Background: an optimization exercise with open tools, aiming at small area. Do not read the settings as production practice.
Function was checked by simulation only, so behaviour that the tests miss may differ from the original.
Power and IR drop assume default switching activity.

`design/flow/design.v`:
```
module SDHOST(clock, reset, cmd_pin_in, cmd_pin_out, response_outReg, R024h_CPU, R024h_CPU_out, R00eh_CPU, R00eh_CPU_out, R008h_CPU, R008h_CPU_out, R032h_CPU, R032h_CPU_out, R030h_CPU, R030h_CPU_out);
	input          clock;
	input          reset;
	input          cmd_pin_in;
	output         cmd_pin_out;
	output [127:0] response_outReg;
	input  [31:0]  R024h_CPU;
	output [31:0]  R024h_CPU_out;
	input  [15:0]  R00eh_CPU;
	output [15:0]  R00eh_CPU_out;
	input  [31:0]  R008h_CPU;
	output [31:0]  R008h_CPU_out;
	input  [15:0]  R032h_CPU;
	output [15:0]  R032h_CPU_out;
	input  [15:0]  R030h_CPU;
	output [15:0]  R030h_CPU_out;
	reg [15:0] r024;    
	reg [12:0] r00e;    
	reg [31:0] r008;
	reg [13:0] r032;    
	reg [8:0]  r030;    
	reg        cc;      
	reg [125:0] sh;
	reg [126:0] resp;
	reg [6:0]   crc;
	reg [6:0]   cnt;
	reg         txr;    
	reg         txn;    
	reg         wt;     
	reg         rx;     
	wire ld      = r024[0];               
	wire tx      = txr | txn;
	wire dp      = tx & (cnt <= 7'd38);   
	wire fend    = tx & (cnt == 7'd46);   
	wire c126    = (cnt == 7'd126);
	wire start   = wt & ~cmd_pin_in;
	wire tmo     = wt & c126;
	wire rdone   = rx & c126;
	wire crc_fb  = sh[125] ^ crc[6];
	assign cmd_pin_out = dp ? sh[125] : crc[6];
	always @(posedge clock) begin
		if (reset) begin
			r024 <= 0;
			r00e <= 0;
			r008 <= 0;
			r032 <= 0;
			r030 <= 0;
			cc   <= 0;
			txr  <= 0;
			txn  <= 0;
			wt   <= 0;
			rx   <= 0;
			crc  <= 7'h7f;
		end else begin
			r024 <= {R024h_CPU[24:16], R024h_CPU[11:8], R024h_CPU[2:0]};
			r00e <= {R00eh_CPU[13:3], R00eh_CPU[1:0]};
			r008 <= R008h_CPU;
			r032 <= {R032h_CPU[15:12], R032h_CPU[9:1], R032h_CPU[0] | tmo};
			r030 <= {R030h_CPU[15], R030h_CPU[8:1]};
			cc   <= (txn & fend) | tmo | rdone;
			txr  <= (ld & (r00e[1:0] != 2'b00)) | (txr & ~fend);
			txn  <= (ld & (r00e[1:0] == 2'b00)) | (txn & ~fend);
			wt   <= (txr & fend) | (wt & cmd_pin_in & ~c126);
			rx   <= (start & ~c126) | (rx & ~c126);
			if (ld)
				crc <= 7'h00;
			else if (dp)
				crc <= {crc[5:0], 1'b0} ^ (crc_fb ? 7'h09 : 7'h00);
			else
				crc <= {crc[5:0] , 1'b1} & {~R024h_CPU[0], 6'h3f};
		end
	end
	wire         rload = rdone & ~reset;
	wire         rhold = ~rdone & ~reset;
	wire [126:0] resp_d;
	wire [125:0] sh_d;
	genvar i;
	generate
		for (i = 0; i < 127; i = i + 1) begin : g_resp
			ao22 u (.a(i == 0 ? cmd_pin_in : sh[(i == 0 ? 0 : i - 1)]), .b(rload), .c(resp[i]), .e(rhold), .y(resp_d[i]));
		end
		for (i = 87; i < 125; i = i + 1) begin : g_load
			ao22 u (.a(i > 118 ? r00e[i - 112] : r008[i - 87]), .b(ld), .c(sh[i - 1]), .e(~ld), .y(sh_d[i]));
		end
	endgenerate
	assign sh_d[125]   = sh[124] | ld;
	assign sh_d[86:1]  = sh[85:0];
	assign sh_d[0]     = cmd_pin_in;
	always @(posedge clock) begin
		resp <= resp_d;
		cnt  <= (ld | start) ? 7'd0 : cnt + 7'd1;
		sh   <= sh_d;
	end
	assign response_outReg = {1'b0, resp};
	assign R024h_CPU_out = {7'b0, r024[15:7], 4'b0, r024[6:3], 5'b0, r024[2:0]};
	assign R00eh_CPU_out = {2'b0, r00e[12:2], 1'b0, r00e[1:0]};
	assign R008h_CPU_out = r008;
	assign R032h_CPU_out = {r032[13:10], 2'b0, r032[9:0]};
	assign R030h_CPU_out = {r030[8], 6'b0, r030[7:0], cc};
endmodule
module ao22(a, b, c, e, y);
	input  a, b, c, e;
	output y;
	assign y = (a & b) | (c & e);
endmodule
```
`design/flow/flow/run.sh`:
```
#!/bin/bash
# Standard ORFS layout (the standard.sh, standard synthesis unchanged), with the
# port buffers made from the smallest buffer cell instead of clkdlybuf4s50_1.
set -euo pipefail
bash standard.sh "BUFFER_PORTS_ARGS=-buffer_cell sky130_fd_sc_hd__buf_1" finish > standard_flow.log 2>&1
```
`design/flow/standard.sh`:
```
#!/bin/bash
# synth_recipe.tcl (not shown) runs the flow's synth.tcl, then flattens the netlist and writes it again
# the make line also repeats each setting of config.mk as NAME=value (left out here)
make -C /OpenROAD-flow-scripts/flow DESIGN_CONFIG=/design/flow/config.mk WORK_HOME=/design/flow/orfs CLKGATE_MAP_FILE= SYNTH_SCRIPT=/design/flow/synth_recipe.tcl "${@:-finish}"
```
`design/flow/config.mk`:
```
export PLATFORM = sky130hd
export DESIGN_NAME = SDHOST
export DESIGN_NICKNAME = SDHOST
export VERILOG_FILES = /design/flow/design.v
export SDC_FILE = /design/flow/constraint.sdc
export NUM_CORES = 4
export LEC_CHECK = 0
export CAP_MARGIN = 20
export CORE_MARGIN = 2
export CORE_UTILIZATION = 65
export CTS_BUF_LIST = sky130_fd_sc_hd__clkbuf_2 sky130_fd_sc_hd__clkbuf_4 sky130_fd_sc_hd__clkbuf_8
export SLEW_MARGIN = 20
export SYNTH_HIERARCHICAL = 1
export SYNTH_MINIMUM_KEEP_SIZE = 0
```
`design/flow/constraint.sdc`:
```
create_clock -name core_clock -period 5.0 [get_ports {clock}]
set_input_delay 1.0000 -clock core_clock [delete_from_list [all_inputs] [get_ports {clock}]]
set_output_delay 1.0000 -clock core_clock [all_outputs]
set_load 0.01 [all_outputs]
```
==> flow_metrics.py, run 1 <==
metrics = {
    "status": {
        "outcome": "timing/DRC/antenna clean",
    },
    "sta": {
        "finalSetupTns_ns": 0,
        "tightestPinTransition_ns": 0.934,
        "min_period_ns": 3.19,
        "slew_headroom_pct": 37.8,
        "rsz0062_at_grt": "false",
        "finalHoldViolCount": 0,
        "period_share_pct": 63.8,
        "finalSetupViolations": 0,
        "drv_slew": 0,
        "fin_skew_ns": 0.0197,
        "timing.fmax_ghz": 0.313,
    },
    "synthesis": {
        "synth-compound-area-share_pct": 16.4,
        "ys_ff_latch": 356,
        "synth_top_area_share_pct": 72.7,
        "synthDistinctLibCells": 34,
        "async_flop_share_pct": 0,
        "synthAdderAreaFrac_pct": 0.255,
        "synthMuxAreaShare_pct": 0.153,
        "synthXorXnorAreaFrac_pct": 0.536,
        "avgSynthCellArea_um2": 13.8,
        "yosysTopAreaCell": "dfxtp_1",
        "netlist_area_um2": 9800,
        "syn_inst": 712,
        "synth_top_family_by_area": "compound AO/OA/AOI/OAI gates",
        "yosysSeqAreaShare_pct": 72.7,
        "synth_ff_type": "dfxtp_1",
        "yosys-top-cells-area": "dfxtp_1, a22o_1, nor2b_1, buf_4, a21oi_1",
        "synth-simple-area-share_pct": 6.98,
        "synth_edf_count": 0,
        "yosysWarnings": 7,
    },
    "min_path": {
        "hold_path_depth": 0,
        "min_from": "sh[83]",
        "hold_path.class": "reg -> reg",
    },
    "clocking": {
        "cts_setup_buffers": 0,
        "cts_buffers": 49,
        "path_clk_slew_ns": 0.06,
        "cts_sinks": 356,
        "post_cts_resized": 0,
        "cts_hold_buf": 0,
        "cts_tree": "yes",
        "clk_latency_ns": 0.55,
        "root_buffer": "clkbuf_8",
        "cts_htree_levels": 2,
        "clockBufferDepth": 3,
    },
    "route": {
        "dr.first_iter.drc_count": 383,
        "drt_wl_total_um": 22300,
        "viasPerCell": 5.30,
        "route.vias.total": 6747,
        "wire_per_inst_um": 17.5,
        "ant_nets": 0,
        "drtPass1Iterations": 4,
        "drc_errors": 0,
    },
    "cells_and_area": {
        "fin_area_um2": 12100,
        "nNetsFinal": 1171,
        "insertedDiodeCount": 0,
        "final_layout_size_suffix_gt1_share_pct": 9.37,
        "synthToLayoutAreaGrowth_pct": 23.4,
        "multi_input_area_um2": 2510,
        "regArea_um2": 7130,
        "fill_cells": 879,
    },
    "global_routing": {
        "globalRouteMet3Util_pct": 5.61,
        "antenna_found_initial": 0,
        "grt_pass1_wl_um": 33900,
        "use_met2_pct": 46.9,
        "grt_remaining_overflow": 0,
        "grtUsageTotal_pct": 26.3,
        "grt_start_max_net_pins": 128,
        "top_usage_layer": "met2",
        "use_met1_pct": 31.2,
        "grt_pass1_vias": 6646,
    },
    "worst_setup_path": {
        "cp-start-kind": "flip-flop",
        "end_kind": "output pin",
        "cp.required_ns": 4.00,
        "r2r_cells": 5,
        "rr_startpoint": "cnt[3]",
        "crit_path_max_fanout": 5,
        "startpoint": "cnt[1]",
        "worst-setup-path-type": "reg -> out",
        "cp.arrival_ns": 2.19,
    },
    "floorplanning": {
        "die_area_um2": 16100,
        "core_um2": 14600,
        "row_count": 44,
        "start_util_pct": 66.9,
        "die_w_um": 127,
        "io_pins": 356,
        "die_y_um": 127,
    },
    "placed_design": {
        "placed_cell_area_um2": 11100,
        "place.gp.congestion": 0.829,
        "hpwl_um": 14500,
        "port_buffers": 299,
    },
    "power": {
        "power_frac_clock_pct": 40.9,
        "p_leak_nw": 4.87,
        "switching_share_pct": 21.9,
        "powerDensity_nw_per_um2": 454,
        "p_sw_mw": 1.20,
        "power_frac_comb_pct": 4.1,
        "power.internal_mw": 4.29,
        "seqPwrFrac_pct": 55.0,
        "max-vdd-ir-drop_mv": 0.410,
    },
    "job": {
        "cap_violations": 0,
    },
}
[stage by stage]
stage               worst slack, ns  utilization, %  total power, mW  hold slack, ns  instances
global route                   1.72            82.6             5.68           0.350       1273
floorplan                     0.725               -             3.22           0.332        739
detailed placement             2.32            75.5             3.30           0.338       1187
finish                         1.81            82.6             5.50           0.347       1273
global placement               2.37            75.5             3.29           0.334       1187
CTS                            1.78            82.6             5.53           0.346       1273
[worst paths after layout]
check,to,slack [ns]
setup / recovery,cmd_pin_out,1.81
hold reg to reg,sh[84],0.35
setup reg to reg,resp[17],2.53
hold / removal,sh[84],0.35
[per-module statistics from Yosys (local to each module, per instance)]
module	area (µm²)	cells	copies in the design	flip-flops and latches
SDHOST	8360	547	1	356
ao22	8.76	1	165	0
[cell families (layout without fill, tap and decap cells)]
family | after synthesis | after routing
compound gates | 189 | 189
xor+xnor | 6 | 6
fa+ha+maj | 2 | 2
buf+inv | 45 | 395
flops | 356 | 356
mux | 1 | 1
other cells | 1 | 28
simple gates | 112 | 112
[critical path, stage by stage (launching register included)]
cell and delay (ns):
dfxtp_1 0.42, ha_1 0.23, nand4b_1 0.21, nor3_4 0.21
o22ai_2 0.12, mux2_4 0.31, buf_1 0.15
[synthesized netlist by cell type (2+ instances only)]
cell type  count
dfxtp_1      356
a22o_1       165
nor2b_1       84
buf_4         30
nor2_1        10
clkbuf_1       9
a21oi_1        8
a21o_1         5
inv_1          5
nand3_1        4
xor2_1         4
nand2b_1       3
o21ai_0        3
a211o_1        2
a2bb2oi_1      2
ha_1           2
nand2_1        2
xnor2_1        2
[power by group through the flow]
| stage | Combinational, mW | Sequential (mW) | Clock [mW] |
|---|---|---|---|
| finish | 0.223 | 3.02 | 2.25 |
| global route | 0.244 | 3.03 | 2.40 |
| CTS | 0.225 | 3.02 | 2.29 |
| detailed placement | 0.222 | 3.08 | 0 |
| global placement | 0.214 | 3.07 | 0 |
| floorplan | 0.138 | 3.08 | 0 |
[cells in the final DEF (no fill, tap or decap), types with 2 or more instances in the layout]
master / instances
a211o_1: 2
a21o_1: 5
a21oi_1: 7
a22o_1: 165
a2bb2oi_1: 2
buf_1: 298
buf_4: 4
clkbuf_4: 15
clkbuf_8: 64
clkinv_2: 6
clkinvlp_4: 2
conb_1: 28
dfxtp_1: 355
ha_1: 2
inv_1: 5
nand2_1: 2
nand2b_1: 3
nand3_1: 4
nor2_1: 10
nor2b_1: 84
o21ai_0: 3
xnor2_1: 2
xor2_1: 4
[area by class of cell]
class	instances	share of cell area, %
flip-flops and latches	356	58.9
multi-input cells	338	20.8
repair buffers	304	9.72
clock buffers	78	8.15
well taps	184	1.90
clock inverters	8	0.372
inverters	5	0.155
[registers in the layout, indices dropped and copies added (netlist names)]
| signal | flops |
|---|---|
| cc | 1 |
| crc | 7 |
| txn | 1 |
| r030 | 9 |
| cnt | 7 |
| txr | 1 |
| rx | 1 |
| r008 | 32 |
| r024 | 16 |
| r032 | 14 |
| sh | 126 |
| wt | 1 |
| resp | 127 |
| r00e | 13 |
[layer usage]
layer	up-vias	wire length, µm
met5	-	0
met4	0	574
met3	45	1410
met2	272	11700
met1	3243	8570
li1	3187	-
==> inputs of run 2 (changes only) <==
==> design/flow/flow/run.sh (replaced) <==
#!/bin/bash
# The standard layout (standard.sh, standard synthesis unchanged) with three changes:
# - port buffers use the smallest buffer cell (buf_1) instead of clkdlybuf4s50_1;
# - clock tree from clkbuf_4 with small sink clusters and no dummy loads;
# - one tie cell for all constant outputs (no tie fanout repair).
set -euo pipefail
bash standard.sh \
  "BUFFER_PORTS_ARGS=-buffer_cell sky130_fd_sc_hd__buf_1" \
  "CTS_ARGS=-sink_clustering_enable -repair_clock_nets -buf_list sky130_fd_sc_hd__clkbuf_4 -sink_clustering_size 10 -sink_clustering_max_diameter 40 -dont_use_dummy_load" \
  SKIP_REPAIR_TIE_FANOUT=1 \
  finish > standard_flow.log 2>&1
==> design/flow/config.mk (replaced) <==
export PLATFORM = sky130hd
export DESIGN_NAME = SDHOST
export DESIGN_NICKNAME = SDHOST
export VERILOG_FILES = /design/flow/design.v
export SDC_FILE = /design/flow/constraint.sdc
export NUM_CORES = 4
export LEC_CHECK = 0
export CAP_MARGIN = 20
export CORE_MARGIN = 2
export CORE_UTILIZATION = 80
export SLEW_MARGIN = 20
export SYNTH_HIERARCHICAL = 1
export SYNTH_MINIMUM_KEEP_SIZE = 0
==> run 2 against run 1 <==
Still clean on timing, DRC and antenna. Worst setup slack got worse by 0.015 ns. Non-clock buffer count grew 1. Final area decreased by 7.1%. Clock-buffer cell count shrank 37. Register-to-register slack worse by 0.23 ns. Synthesized area is the same. Utilization up 11 points. Largest cell class unchanged. Largest power group unchanged. Highest routed layer unchanged.
==> flow_metrics.py, run 2 <==
metrics = {
    "worst_setup_path": {
        "max_stage_delay_ns": 0.43,
        "reg2reg_setup_slack_ns": 2.30,
        "crit_chain": "ha_1 > nand4b_1 > nor3_4 > o22ai_2 > mux2_4 > buf_1",
        "worst-setup-path-type": "reg -> out",
        "rr_startpoint": "cnt[0]",
        "cp.arrival_ns": 2.21,
        "cp.required_ns": 4.00,
        "cp-start-kind": "flip-flop",
        "crit_path_max_fanout": 5,
        "end_kind": "output pin",
        "critPathSlowestCell": "dfxtp_1",
        "rr_endpoint": "resp[55]",
        "r2r_cells": 7,
    },
    "cells_and_area": {
        "stdcell_count": 1165,
        "nNetsFinal": 1137,
        "final_common_cell": "dfxtp_1",
        "synthToLayoutAreaGrowth_pct": 14.7,
        "regArea_um2": 7130,
        "regMostFlops": "resp",
        "multi_input_area_um2": 2410,
        "final_layout_size_suffix_gt1_share_pct": 5.70,
        "final_cell_mix": "dfxtp_1, buf_1, a22o_1",
        "reg.largest.list": "resp x127, sh x126, r008 x32",
        "fill_cells": 372,
        "largest_register_ffs": 127,
        "insertedDiodeCount": 0,
    },
    "power": {
        "power.internal_mw": 3.42,
        "power_frac_comb_pct": 5.2,
        "switching_share_pct": 23.7,
        "max-vdd-ir-drop_mv": 0.276,
        "p_total_mw": 4.49,
        "power_frac_clock_pct": 27.3,
        "p_leak_nw": 4.43,
        "powerDensity_nw_per_um2": 399,
        "seqPwrFrac_pct": 67.5,
        "p_sw_mw": 1.07,
    },
    "global_routing": {
        "grt_pass1_wl_um": 39600,
        "antenna_found_initial": 0,
        "grtUsageTotal_pct": 38.9,
        "grt_start_max_net_pins": 103,
        "grt_pass1_vias": 7263,
        "grt_remaining_overflow": 0,
    },
    "sta": {
        "timing.fmax_ghz": 0.312,
        "period_share_pct": 64.1,
        "finalHoldViolCount": 0,
        "tightestPinTransition_ns": 0.980,
        "finalSetupViolations": 0,
        "fin_skew_ns": 0.0446,
        "slew_headroom_pct": 34.7,
        "rsz0062_at_grt": "false",
        "drv_slew": 0,
        "finalSetupTns_ns": 0,
        "min_period_ns": 3.21,
    },
    "placed_design": {
        "placed_cells": 1123,
        "port_buffers": 299,
        "place.gp.congestion": 0.847,
        "hpwl_um": 16300,
    },
    "min_path": {
        "min_from": "sh[3]",
        "hold_path_depth": 0,
        "hold_path.class": "reg -> reg",
        "hold_end": "sh[4]",
    },
    "route": {
        "dr.first_iter.drc_count": 843,
        "wire_per_inst_um": 22.7,
        "route.vias.total": 7180,
        "drtPass1Iterations": 6,
        "ant_nets": 0,
        "drc_errors": 0,
        "drt_wl_total_um": 26500,
        "viasPerCell": 6.16,
    },
    "clocking": {
        "cts_hold_buf": 0,
        "cts_tree": "yes",
        "root_buffer": "clkbuf_4",
        "clockBufferDepth": 3,
        "cts_setup_buffers": 0,
        "cts_buffers": 41,
        "path_clk_slew_ns": 0.11,
        "cts_htree_levels": 2,
        "clk_latency_ns": 0.60,
        "post_cts_resized": 0,
        "cts_sinks": 356,
    },
    "synthesis": {
        "synth_ff_type": "dfxtp_1",
        "async_flop_share_pct": 0,
        "yosys-top-cells-area": "dfxtp_1, a22o_1, nor2b_1, buf_4, a21oi_1",
        "avgSynthCellArea_um2": 13.8,
        "netlist_area_um2": 9800,
        "synth_common_cells": "dfxtp_1, a22o_1, nor2b_1",
        "syn_inst": 712,
        "yosysWarnings": 7,
        "yosysMostFrequentCell": "dfxtp_1",
        "synth_edf_count": 0,
        "ys_ff_latch": 356,
        "synthDistinctLibCells": 34,
        "yosysTopAreaCell": "dfxtp_1",
        "synth_top_area_share_pct": 72.7,
        "yosysSeqAreaShare_pct": 72.7,
    },
    "floorplanning": {
        "core_um2": 12000,
        "die_w_um": 115,
        "io_pins": 356,
        "row_count": 40,
        "die_area_um2": 13200,
        "start_util_pct": 81.9,
        "die_y_um": 115,
    },
    "status": {
        "outcome": "timing/DRC/antenna clean",
    },
    "job": {
        "cap_violations": 0,
    },
}
-- run 2: cell counts after synthesis --
No cell type changed its count.
-- run 2: modules after synthesis, one instance, submodules excluded --
module	cells inside	area (µm²)	flops+latches
ao22	1	8.76	0
SDHOST	547	8360	356
-- run 2: worst max-delay path by stage --
stage,startpoint,endpoint,slack [ns],cells after the start
2_1_floorplan,reset,resp[0],0.72,4
3_5_place_dp,reset,resp[55],2.09,5
4_1_cts,cnt[1],cmd_pin_out,1.79,6
3_3_place_gp,reset,resp[58],2.17,5
5_1_grt,cnt[1],cmd_pin_out,1.73,6
6_report,cnt[1],cmd_pin_out,1.79,6
-- run 2: power by group through the flow --
stage                     logic [mW]  clock network (mW)  registers (mW)
after floorplan                0.138                   0            3.08
after global routing           0.251                1.33            3.04
after detailed placement       0.223                   0            3.09
after CTS                      0.231                1.22            3.02
after global placement         0.209                   0            3.07
final                          0.233                1.23            3.03
-- run 2: through the flow --
step / utilization (%) / hold slack [ns] / cell area, µm² / setup slack [ns]
after floorplan: - / 0.332 / 9810 / 0.725
after global placement: 91.2 / 0.334 / 10900 / 2.17
after detailed placement: 91.2 / 0.338 / 10900 / 2.09
after CTS: 93.7 / 0.315 / 11200 / 1.79
after global routing: 94.0 / 0.332 / 11200 / 1.73
final: 94.0 / 0.320 / 11200 / 1.79
-- run 2: area by class of cell --
cell class,instances,area share [%]
Timing Repair Buffer,305,10.6
Clock buffer,41,2.74
Inverter,5,0.167
Tap cell,147,1.64
Multi-Input combinational cell,311,21.4
Sequential cell,356,63.4
-- run 2: cells by family (layout without fill, tap and decap cells) --
family | after synthesis | count (layout) | synth area share [%]
compound gates | 189 | 189 | 16.4
xor+xnor | 6 | 6 | 0.536
simple gates | 112 | 112 | 6.98
fa+ha+maj | 2 | 2 | 0.255
mux | 1 | 1 | 0.153
flops | 356 | 356 | 72.7
buf+inv | 45 | 351 | 2.88
other cells | 1 | 1 | 0.0383
-- run 2: metal layers --
| layer | up-vias | wire length, µm | track usage (%) |
|---|---|---|---|
| met5 | - | 0 | 0 |
| met4 | 0 | 1440 | 18.6 |
| met3 | 123 | 2200 | 8.10 |
| met2 | 526 | 13400 | 67.8 |
| met1 | 3416 | 9470 | 46.3 |
| li1 | 3115 | - | - |
-- run 2: critical path, delay by kind of cell, from the launching register on --
kind | cells | cell delay, ns
compound gates | 1 | 0.12
buf+inv | 1 | 0.15
simple gates | 2 | 0.39
fa+ha+maj | 1 | 0.21
flops | 1 | 0.43
mux | 1 | 0.31
==> inputs of run 3 (changes only) <==
--- a/design/flow/design.v
+++ b/design/flow/design.v
@@ -22,7 +22,6 @@
 	reg        cc;      
 	reg [125:0] sh;
 	reg [126:0] resp;
-	reg [6:0]   crc;
 	reg [6:0]   cnt;
 	reg         txr;    
 	reg         txn;    
@@ -36,8 +35,8 @@
 	wire start   = wt & ~cmd_pin_in;
 	wire tmo     = wt & c126;
 	wire rdone   = rx & c126;
-	wire crc_fb  = sh[125] ^ crc[6];
-	assign cmd_pin_out = dp ? sh[125] : crc[6];
+	wire crc_fb  = dp & (sh[125] ^ sh[6]);
+	assign cmd_pin_out = ~ld & (dp ? sh[125] : (sh[6] | ~tx));
 	always @(posedge clock) begin
 		if (reset) begin
 			r024 <= 0;
@@ -50,7 +49,6 @@
 			txn  <= 0;
 			wt   <= 0;
 			rx   <= 0;
-			crc  <= 7'h7f;
 		end else begin
 			r024 <= {R024h_CPU[24:16], R024h_CPU[11:8], R024h_CPU[2:0]};
 			r00e <= {R00eh_CPU[13:3], R00eh_CPU[1:0]};
@@ -62,12 +60,6 @@
 			txn  <= (ld & (r00e[1:0] == 2'b00)) | (txn & ~fend);
 			wt   <= (txr & fend) | (wt & cmd_pin_in & ~c126);
 			rx   <= (start & ~c126) | (rx & ~c126);
-			if (ld)
-				crc <= 7'h00;
-			else if (dp)
-				crc <= {crc[5:0], 1'b0} ^ (crc_fb ? 7'h09 : 7'h00);
-			else
-				crc <= {crc[5:0] , 1'b1} & {~R024h_CPU[0], 6'h3f};
 		end
 	end
 	wire         rload = rdone & ~reset;
@@ -84,8 +76,8 @@
 		end
 	endgenerate
 	assign sh_d[125]   = sh[124] | ld;
-	assign sh_d[86:1]  = sh[85:0];
-	assign sh_d[0]     = cmd_pin_in;
+	assign sh_d[86:7]  = sh[85:6];
+	assign sh_d[6:0]   = {sh[5:3], sh[2] ^ crc_fb, sh[1:0], tx ? (~dp | crc_fb) : cmd_pin_in} & {7{~ld}};
 	always @(posedge clock) begin
 		resp <= resp_d;
 		cnt  <= (ld | start) ? 7'd0 : cnt + 7'd1;
==> run 3 against run 2 <==
Still clean. Critical path depth is 1 lower. Total power fell by 1.5%. Non-clock buffer count is 1 higher. Synthesized area is 1.6% lower. Register-to-register slack gained 0.27 ns. Global-route usage down 0.63 points. Clock skew fell by 0.016 ns.
==> flow_metrics.py, run 3 <==
metrics = {
    "status": {
        "outcome": "timing/DRC/antenna clean",
    },
    "cells_and_area": {
        "fill_cells": 393,
        "regArea_um2": 6990,
        "fin_util_pct": 93.2,
        "nNetsFinal": 1133,
        "final_layout_size_suffix_gt1_share_pct": 5.52,
        "fin_area_um2": 11100,
        "regMostFlops": "resp",
        "multi_input_area_um2": 2390,
        "final_common_cell": "dfxtp_1",
        "synthToLayoutAreaGrowth_pct": 15.0,
        "largest_register_ffs": 127,
        "final_cell_mix": "dfxtp_1, buf_1, a22o_1",
        "reg.largest.list": "resp x127, sh x126, r008 x32",
    },
    "worst_setup_path": {
        "crit_chain": "and4bb_1 > nand3b_1 > and3_4 > o31a_1 > buf_1",
        "crit_path_max_fanout": 7,
        "cp-start-kind": "flip-flop",
        "cp.required_ns": 4.00,
        "worst-path-buf-inv": 1,
        "cp_top_family": "simple AND/OR/NAND/NOR gates",
        "critPathSlowestCell": "dfxtp_1",
        "max_stage_delay_ns": 0.45,
        "cp.arrival_ns": 2.12,
        "end_kind": "output pin",
        "worst-setup-path-type": "reg -> out",
    },
    "floorplanning": {
        "io_pins": 356,
        "start_util_pct": 81.0,
        "core_um2": 11900,
        "die_y_um": 114,
        "die_area_um2": 13000,
        "die_w_um": 114,
        "row_count": 40,
    },
    "sta": {
        "finalHoldViolCount": 0,
        "finalSetupTns_ns": 0,
        "period_share_pct": 62.3,
        "finalHoldWorstSlack_ns": 0.348,
        "slew_headroom_pct": 40.0,
        "timing.fmax_ghz": 0.321,
        "fin_skew_ns": 0.0289,
        "min_period_ns": 3.12,
        "rsz0062_at_grt": "false",
        "finalSetupViolations": 0,
        "tightestPinTransition_ns": 0.899,
        "drv_slew": 0,
    },
    "clocking": {
        "cts_buffers": 41,
        "path_clk_slew_ns": 0.11,
        "root_buffer": "clkbuf_4",
        "post_cts_resized": 0,
        "cts_sinks": 349,
        "cts_setup_buffers": 0,
        "clockBufferDepth": 3,
        "cts_htree_levels": 2,
        "clk_latency_ns": 0.65,
        "cts_tree": "yes",
        "cts_hold_buf": 0,
    },
    "route": {
        "topRoutingLayerUsed": "met4",
        "drt_wl_total_um": 25700,
        "drtPass1Iterations": 5,
        "wire_per_inst_um": 22.1,
        "ant_nets": 0,
        "viasPerCell": 6.05,
        "met2_length_um": 12900,
        "wl_met1_um": 9140,
        "drc_errors": 0,
        "dr.first_iter.drc_count": 734,
        "route.vias.total": 7034,
        "wl_met3_um": 2090,
    },
    "global_routing": {
        "antenna_found_initial": 1,
        "grt_pass1_wl_um": 38300,
        "grt_pass1_vias": 7095,
        "grtUsageTotal_pct": 38.3,
        "grt_remaining_overflow": 0,
        "grt_start_max_net_pins": 91,
    },
    "synthesis": {
        "yosysMostFrequentCell": "dfxtp_1",
        "synth_common_cells": "dfxtp_1, a22o_1, nor2b_1",
        "syn_inst": 709,
        "synth_top_area_share_pct": 72.4,
        "synth_ff_type": "dfxtp_1",
        "synthDistinctLibCells": 33,
        "synth_edf_count": 0,
        "ys_ff_latch": 349,
        "async_flop_share_pct": 0,
        "avgSynthCellArea_um2": 13.6,
        "yosys-top-cells-area": "dfxtp_1, a22o_1, nor2b_1, buf_4, nor2_1",
        "yosysTopAreaCell": "dfxtp_1",
        "yosysWarnings": 7,
        "yosysSeqAreaShare_pct": 72.4,
        "netlist_area_um2": 9650,
    },
    "job": {
        "cap_violations": 0,
    },
    "power": {
        "max-vdd-ir-drop_mv": 0.270,
        "p_leak_nw": 4.37,
        "p_total_mw": 4.42,
        "powerDensity_nw_per_um2": 398,
    },
    "placed_design": {
        "port_buffers": 299,
        "hpwl_um": 16000,
        "placed_cell_area_um2": 10800,
        "place.gp.congestion": 0.870,
    },
    "min_path": {
        "hold_path.class": "reg -> reg",
    },
}
==> run 3: changes by cell type after synthesis, sizes merged, moves of 2 or more <==
cell	change
nor2	+5
a21o	-3
clkbuf	+2
nand2b	-3
dfxtp	-7
nor2b	+5
inv	-2
a21oi	-3
and3	+2
nand2	+4
==> run 3: routing by layer <==
layer / up-vias / global-route usage [%]
met2: 467 / 66.2
met3: 128 / 9.99
met5: - / 0
li1: 3097 / -
met4: 0 / 23.7
met1: 3342 / 42.3
==> run 3: per-module statistics from Yosys (local to each module, per instance) <==
module | cells | flops+latches | times used
SDHOST | 544 | 349 | 1
ao22 | 1 | 0 | 165
==> run 3: worst paths after layout <==
path | from | end | slack (ns) | cells after the start
setup reg to reg | cnt[0] | resp[29] | 2.57 | 6
hold reg to reg | sh[32] | sh[33] | 0.35 | 0
hold / removal | sh[32] | sh[33] | 0.35 | 0
setup / recovery | cnt[2] | cmd_pin_out | 1.88 | 5
==> run 3: cell type report <==
class,instances,share of cell area [%]
clock buffers,41,2.77
repair buffers,306,10.9
inverters,3,0.101
diodes,1,0.0226
flip-flops and latches,349,63.0
multi-input cells,315,21.6
well taps,147,1.66
==> run 3: per-stage QoR <==
step           worst slack [ns]  std cells
2_1_floorplan             0.667        709
3_3_place_gp               2.32       1119
3_5_place_dp               2.21       1119
4_1_cts                    1.87       1160
5_1_grt                    1.73       1162
6_report                   1.88       1162
==> run 3: logic make-up (layout without fill, tap and decap cells) <==
| family | after synthesis | in the layout | share of synthesized area (%) |
|---|---|---|---|
| AOI/OAI and AO/OA | 182 | 182 | 16.1 |
| xor gates and xnor gates | 6 | 6 | 0.545 |
| adders and majority gates | 2 | 2 | 0.259 |
| buffers and inverters | 45 | 350 | 2.93 |
| DFF | 349 | 349 | 72.4 |
| muxes | 1 | 1 | 0.117 |
| other | 1 | 2 | 0.0389 |
| and+or+nand+nor | 123 | 123 | 7.55 |
==> run 3: power by group <==
part	leakage [nW]	total (mW)	switching (mW)	internal, mW
combinational	1.33	0.231	0.133	0.0981
clock	0.189	1.21	0.832	0.380
sequential	2.85	2.98	0.0837	2.89
total	4.37	4.42	1.05	3.37
==> inputs of run 4 (changes only) <==
--- a/design/flow/design.v
+++ b/design/flow/design.v
@@ -22,16 +22,17 @@
 	reg        cc;      
 	reg [125:0] sh;
 	reg [126:0] resp;
-	reg [6:0]   cnt;
+	reg [6:0]   cnt;    
+	reg         dp;     
 	reg         txr;    
 	reg         txn;    
 	reg         wt;     
 	reg         rx;     
 	wire ld      = r024[0];               
 	wire tx      = txr | txn;
-	wire dp      = tx & (cnt <= 7'd38);   
-	wire fend    = tx & (cnt == 7'd46);   
-	wire c126    = (cnt == 7'd126);
+	wire c38     = (cnt == 7'd116);
+	wire fend    = tx & (cnt == 7'd69);   
+	wire c126    = (cnt == 7'd64);
 	wire start   = wt & ~cmd_pin_in;
 	wire tmo     = wt & c126;
 	wire rdone   = rx & c126;
@@ -49,6 +50,7 @@
 			txn  <= 0;
 			wt   <= 0;
 			rx   <= 0;
+			dp   <= 0;
 		end else begin
 			r024 <= {R024h_CPU[24:16], R024h_CPU[11:8], R024h_CPU[2:0]};
 			r00e <= {R00eh_CPU[13:3], R00eh_CPU[1:0]};
@@ -60,6 +62,7 @@
 			txn  <= (ld & (r00e[1:0] == 2'b00)) | (txn & ~fend);
 			wt   <= (txr & fend) | (wt & cmd_pin_in & ~c126);
 			rx   <= (start & ~c126) | (rx & ~c126);
+			dp   <= ld | (dp & ~c38);
 		end
 	end
 	wire         rload = rdone & ~reset;
@@ -80,7 +83,7 @@
 	assign sh_d[6:0]   = {sh[5:3], sh[2] ^ crc_fb, sh[1:0], tx ? (~dp | crc_fb) : cmd_pin_in} & {7{~ld}};
 	always @(posedge clock) begin
 		resp <= resp_d;
-		cnt  <= (ld | start) ? 7'd0 : cnt + 7'd1;
+		cnt  <= (ld | start) ? 7'd0 : {cnt[5:0], ~(cnt[6] ^ cnt[5])};
 		sh   <= sh_d;
 	end
 	assign response_outReg = {1'b0, resp};
==> run 4 against run 3 <==
Clock-buffer cell count down 1. Synthesized area down 0.38%. Register-to-register slack worse by 0.06 ns. Die area down 0.37%. Utilization about the same. Critical path depth down 2. Clock power about the same. Worst hold slack worse by 0.028 ns. Sequential power about the same. Critical path type unchanged. Largest power group unchanged.
==> flow_metrics.py, run 4 <==
metrics = {
    "placed_design": {
        "placed_cell_area_um2": 10800,
        "port_buffers": 299,
        "hpwl_um": 16400,
        "dp_slack_ns": 2.32,
        "place.gp.congestion": 0.918,
        "placed_cells": 1110,
    },
    "clocking": {
        "cts_htree_levels": 2,
        "cts_sinks": 350,
        "root_buffer": "clkbuf_4",
        "clockBufferDepth": 3,
        "cts_buffers": 40,
        "post_cts_resized": 0,
        "clk_latency_ns": 0.66,
        "cts_tree": "yes",
        "cts_setup_buffers": 0,
        "path_clk_slew_ns": 0.10,
        "cts_hold_buf": 0,
    },
    "floorplanning": {
        "row_count": 40,
        "core_um2": 11900,
        "die_area_um2": 12900,
        "die_w_um": 114,
        "die_y_um": 114,
        "start_util_pct": 81.0,
        "io_pins": 356,
    },
    "route": {
        "topRoutingLayerUsed": "met4",
        "route.vias.total": 6923,
        "ant_nets": 0,
        "wl_met1_um": 9070,
        "wl_met3_um": 1910,
        "viasPerCell": 6.02,
        "drt_wl_total_um": 24700,
        "wire_per_inst_um": 21.4,
        "dr.first_iter.drc_count": 733,
        "met2_length_um": 12500,
        "drc_errors": 0,
        "drtPass1Iterations": 6,
    },
    "cells_and_area": {
        "reg.largest.list": "resp x127, sh x126, r008 x32",
        "regArea_um2": 7010,
        "final_cell_mix": "dfxtp_1, buf_1, a22o_1",
        "final_common_cell": "dfxtp_1",
        "largest_register_ffs": 127,
        "synthToLayoutAreaGrowth_pct": 15.0,
        "multi_input_area_um2": 2350,
        "stdcell_count": 1150,
        "insertedDiodeCount": 0,
        "regMostFlops": "resp",
        "final_layout_size_suffix_gt1_share_pct": 5.68,
        "fill_cells": 380,
        "fin_area_um2": 11100,
        "nNetsFinal": 1120,
    },
    "worst_setup_path": {
        "end_kind": "output pin",
        "cp.required_ns": 4.00,
        "cp.arrival_ns": 1.87,
        "cp-start-kind": "flip-flop",
        "worst-setup-path-type": "reg -> out",
        "crit_path_max_fanout": 53,
    },
    "sta": {
        "fin_skew_ns": 0.0490,
        "finalSetupViolations": 0,
        "drv_slew": 0,
        "min_period_ns": 2.87,
        "finalSetupTns_ns": 0,
        "rsz0062_at_grt": "false",
        "period_share_pct": 57.3,
        "finalHoldViolCount": 0,
        "tightestPinTransition_ns": 1.04,
        "timing.fmax_ghz": 0.349,
        "slew_headroom_pct": 30.5,
        "setup_slack_ns": 2.13,
    },
    "global_routing": {
        "antenna_found_initial": 0,
        "grt_pass1_wl_um": 36800,
        "grt_start_max_net_pins": 92,
        "grtUsageTotal_pct": 36.9,
        "grt_pass1_vias": 6816,
        "grt_remaining_overflow": 0,
    },
    "job": {
        "cap_violations": 0,
    },
    "power": {
        "max-vdd-ir-drop_mv": 0.292,
        "power_frac_comb_pct": 5.0,
        "p_leak_nw": 4.29,
        "seqPwrFrac_pct": 68.0,
        "p_sw_mw": 1.01,
        "power.internal_mw": 3.35,
        "switching_share_pct": 23.1,
        "power_frac_clock_pct": 27.0,
        "powerDensity_nw_per_um2": 395,
    },
    "synthesis": {
        "synth_edf_count": 0,
        "yosysTopAreaCell": "dfxtp_1",
        "synthMuxAreaShare_pct": 0,
        "ys_ff_latch": 350,
        "synth-simple-area-share_pct": 8.06,
        "yosysWarnings": 7,
        "async_flop_share_pct": 0,
        "yosysMostFrequentCell": "dfxtp_1",
        "netlist_area_um2": 9610,
        "synth-compound-area-share_pct": 16.0,
        "yosysSeqAreaShare_pct": 72.9,
        "yosys-top-cells-area": "dfxtp_1, a22o_1, nor2b_1, buf_4, clkbuf_1",
        "synth_top_family_by_area": "compound AO/OA/AOI/OAI gates",
        "synthXorXnorAreaFrac_pct": 0.182,
        "synth_top_area_share_pct": 72.9,
        "synth_common_cells": "dfxtp_1, a22o_1, nor2b_1",
        "avgSynthCellArea_um2": 13.8,
        "synthAdderAreaFrac_pct": 0,
        "syn_inst": 698,
        "synthDistinctLibCells": 32,
        "synth_ff_type": "dfxtp_1",
    },
    "min_path": {
        "hold_path.class": "reg -> reg",
    },
    "status": {
        "outcome": "timing/DRC/antenna clean",
    },
}
## run 4: changes by cell type after synthesis, sizes merged, moves of 2 or more
cell and change:
o21ai +4, xor2 -3, and2 +6, nor2 -8, or3 +2, and3 -4, inv -2, nand2 -5
nor3 +4, a21o -2, ha -2, nand3 -3
## run 4: per-stage QoR
stage | hold WS (ns) | util, % | power (mW)
after floorplan | 0.332 | - | 3.15
after global routing | 0.320 | 93.2 | 4.50
after global placement | 0.334 | 90.6 | 3.22
after detailed placement | 0.337 | 90.6 | 3.23
after CTS | 0.315 | 93.2 | 4.36
final | 0.320 | 93.2 | 4.36
## run 4: worst paths after layout
| check | slack, ns | to | cells past startpoint | from |
|---|---|---|---|---|
| worst max-delay path | 2.13 | cmd_pin_out | 3 | r024[0] |
| worst min-delay path | 0.32 | sh[76] | 0 | sh[75] |
| worst max register to register | 2.51 | resp[18] | 5 | cnt[6] |
| worst min register to register | 0.32 | sh[76] | 0 | sh[75] |
## run 4: layout make-up
type                            instances  share of cell area [%]
Clock buffer                           40                    2.72
Inverter                                1                  0.0340
Multi-Input combinational cell        306                    21.3
Sequential cell                       350                    63.4
Tap cell                              147                    1.66
Timing Repair Buffer                  306                    10.9
## run 4: layer usage
| layer | track usage (%) | vias to the layer above |
|---|---|---|
| li1 | - | 3070 |
| met3 | 8.98 | 89 |
| met4 | 18.9 | 0 |
| met2 | 63.3 | 425 |
| met1 | 43.5 | 3339 |
| met5 | 0 | - |
## run 4: kinds of logic (layout without fill, tap and decap cells)
group           count (synthesis)  count (layout)
compound gates                181             181
xor+xnor                        2               2
buf+inv                        42             347
flops                         350             350
other cells                     1               1
simple gates                  122             122
## run 4: Yosys stat by module, one instance, submodules excluded
module  cell area (µm²)  cells  copies in the design  flops+latches
SDHOST             8160    533                     1            350
ao22               8.76      1                   165              0
## run 4: power groups by stage
| stage | clock network (mW) | logic, mW | registers [mW] |
|---|---|---|---|
| after floorplan | 0 | 0.123 | 3.02 |
| after global placement | 0 | 0.202 | 3.01 |
| after detailed placement | 0 | 0.213 | 3.02 |
| after CTS | 1.19 | 0.216 | 2.96 |
| after global routing | 1.29 | 0.234 | 2.97 |
| final | 1.18 | 0.218 | 2.96 |
## run 4: critical path, cell delays in order (launching register included)
cell and delay [ns]:
dfxtp_2 0.32, buf_4 0.29, nor3_1 0.36, buf_1 0.19

[afterwards: timing with drivers on the ports]
Ports are ideal in the flow. The routed layouts listed here were re-timed in OpenROAD.
Step 1, drivers: a clkbuf_16 drives clock and a buf_2 each remaining input, both assumed.
Step 2 moves the port delays by t, midway between the first and last clock arrival at a register: inputs arrive t later, outputs are due t later. That takes back most of the time a late clock gives input paths.
Three values: no drivers, after step 1, after step 2; two values: the first two.
| run | shift t [ns] | setup slack, ns | latest minus earliest clock arrival (ns) | worst register clock-pin slew, ns |
|---|---|---|---|---|
| run 1 | 0.575 | 1.810 / 1.777 / 2.258 | 0.022 / 0.022 | 0.07 / 0.07 |
| run 2 | 0.620 | 1.795 / 1.758 / 2.026 | 0.052 / 0.052 | 0.11 / 0.11 |
| run 3 | 0.653 | 1.884 / 1.843 / 2.153 | 0.070 / 0.069 | 0.11 / 0.11 |
| run 4 | 0.672 | 2.133 / 2.096 / 2.256 | 0.054 / 0.054 | 0.11 / 0.11 |
After both steps setup and hold are still met in every run listed.
